This design comes from an exercise in tuning for small area, a short achievable clock period and few clock cycles on the open sky130 flow, not from production work.
In this exercise RTL edits were held to simulation tests only and were not proved equivalent to the original.
Power and IR drop assume default switching activity.

## build 98
## CPU
module CPU(
    input CLK,
    input RST,
    output [31:0] imem_addr,  
    input [31:0] imem_data,  
    output [31:0] dmem_addr,  
    output [31:0] dmem_wdata,  
    output dmem_we,  
    input [31:0] dmem_rdata,  
    output halted  
    );
clock: 22.0 ns
lec_check: 0
cap_margin: 20
core_margin: 2
core_utilization: 55
slew_margin: 20
standard.sh (not shown) runs the stock make flow with config.mk's settings and CLKGATE_MAP_FILE= SYNTH_SCRIPT=/design/flow/synth_recipe.tcl, a recipe that flattens the netlist after the stock synthesis.
==> flow/flow/run.sh <==
#!/bin/bash
set -euo pipefail
export SETUP_SLACK_MARGIN=16.4
export BUFFER_PORTS_ARGS="-buffer_cell sky130_fd_sc_hd__buf_2"
export CTS_ARGS="-sink_clustering_enable -repair_clock_nets -dont_use_dummy_load -sink_clustering_size 24 -sink_clustering_max_diameter 100"
bash standard.sh finish > flow_make.log 2>&1
Testbench counts of build 98, summed over its fixed seeds: cycles 34,766.
Setup changes, build 98 to build 75
Settings: CORE_UTILIZATION changed from 55 to 40.
==> flow/flow/run.sh <==
#!/bin/bash
set -euo pipefail
export SETUP_SLACK_MARGIN=16
bash standard.sh finish > flow_make.log 2>&1
Findings:
The flow did not stop early for build 75: all stages ran, and the layout cleared the timing, DRC and antenna checks.
The run showing the greater wire length is build 75.
Taking build 98 as the reference, in build 75 maximum number of pins on one net before global-route repair fell about 20%; final worst setup slack moved down; clock network area share now sits higher; starting utilization of the core area decreased 15 points.
#### Input delta (build 30 over build 75)
Settings: changing CORE_UTILIZATION from 40 to 60.
==> flow/flow/run.sh <==
#!/bin/bash
set -euo pipefail
export SETUP_SLACK_MARGIN=16.4
export BUFFER_PORTS_ARGS="-buffer_cell sky130_fd_sc_hd__buf_2"
export CTS_ARGS="-sink_clustering_enable -repair_clock_nets -dont_use_dummy_load -sink_clustering_size 24 -sink_clustering_max_diameter 100"
bash standard.sh finish > flow_make.log 2>&1
Results
In the flow results for build 30 and build 75, the non-clock inverter instance count of the final layout is smaller on build 75.
From build 75 to build 30, number of I/O pins did not move at all.
[compare] base=build 75 new=build 30: fraction of synthesized area in multiplexers now sits at about the same level; count of final max-slew check failures roughly the same; clock-buffer cell count went down.
Latest clock arrival within the worst-skew pair: build 30 lower than build 75
The following lists how build 33 was set up differently from build 30:
Settings: swapping 60 for 40 in CORE_UTILIZATION.
### Flow results
- After synthesis and placement, the instance count of build 33 is above that of build 30.
- Diff build 30 -> build 33: routed wire length picked up an extra about 5.5%, global-route usage down 15 points, port buffer count neither gained nor lost much, non-clock buffer count has decreased.
- According to the power report, total power for build 33 is higher than for build 30.
Changes in build 48 relative to build 33:
==> flow/flow/run.sh <==
#!/bin/bash
set -euo pipefail
export SETUP_SLACK_MARGIN=16.4
export BUFFER_PORTS_ARGS="-buffer_cell sky130_fd_sc_hd__buf_2"
bash standard.sh finish > flow_make.log 2>&1
--- outcome ---
- Build 33: no failed stages, no open violations at the end
- Per the final summary, build 48 finished and its layout is clean on timing, DRC and antenna.
- In build 48 the first-pass GRT wire length turned out 3600 µm higher than in build 33.
- Of build 48 and build 33, the run reporting the higher mean routed wirelength per cell was build 33.
- Re cell area: build 48 is 4.2% up on build 33.
Input changes introduced in build 70 (baseline for comparison: build 48):
--- a/flow/flow/run.sh
+++ b/flow/flow/run.sh
@@ -4,2 +4,3 @@
 export BUFFER_PORTS_ARGS="-buffer_cell sky130_fd_sc_hd__buf_2"
+export CTS_ARGS="-sink_clustering_enable -repair_clock_nets -dont_use_dummy_load"
 bash standard.sh finish > flow_make.log 2>&1
==> comparison <==
Build 70 | status: complete | timing, DRC, antenna: pass
In the metrics for build 70 and build 48, the one carrying the lower hold slack is build 48.
Count of instances resized after the clock tree is built grows slightly when moving from build 48 to build 70.
Summary — total of clock buffers placed in the layout, build 70 relative to build 48: lower, by about 23%.
Wire length of build 70 is on par with build 48.
Met3 capacity usage during global routing: build 70 < build 48
Build 48 leaves less setup margin than build 70.
Changes observed in build 70 relative to build 48: leakage component of the power lost about 2%; non-clock buffer count neither gained nor lost much.
Relative to build 48, build 70 improves cell area.

==> what the ideal ports hide <==
How much do the figures lean on ideal ports? The routed layouts below were timed once more, with nothing changed but the port constraints. Step 1: set_driving_cell puts a clkbuf_16 on CLK and a buf_2 on each other input, an assumption about the parent block. Step 2 adds t to the input delays and takes it off the output delays; t is the mean of the earliest and latest rising clock arrival at the registers after step 1. Input paths then give back, and output paths get back, about the clock's delay inside the block. Three values: no drivers, after step 1, after step 2; two values: the first two.
run	t (ns)	setup WS [ns]	slew at the worst register clock pin (ns)	worst data-port slew with drivers (ns)
build 98	0.743	16.293 / 16.237 / 15.607	0.11 / 0.11	0.13
build 75	0.887	16.008 / 15.944 / 15.180	0.08 / 0.08	0.06
build 30	0.747	16.321 / 16.251 / 15.627	0.10 / 0.10	0.05
build 33	0.775	16.282 / 16.202 / 15.595	0.10 / 0.10	0.13
build 48	0.881	16.185 / 16.104 / 15.590	0.07 / 0.07	0.14
build 70	0.852	16.234 / 16.154 / 15.562	0.07 / 0.07	0.13
After both steps setup and hold are still met in every run listed. The setup slack of build 75, which loses most, moves by -0.064 ns with the drivers and by -0.828 ns with both steps.
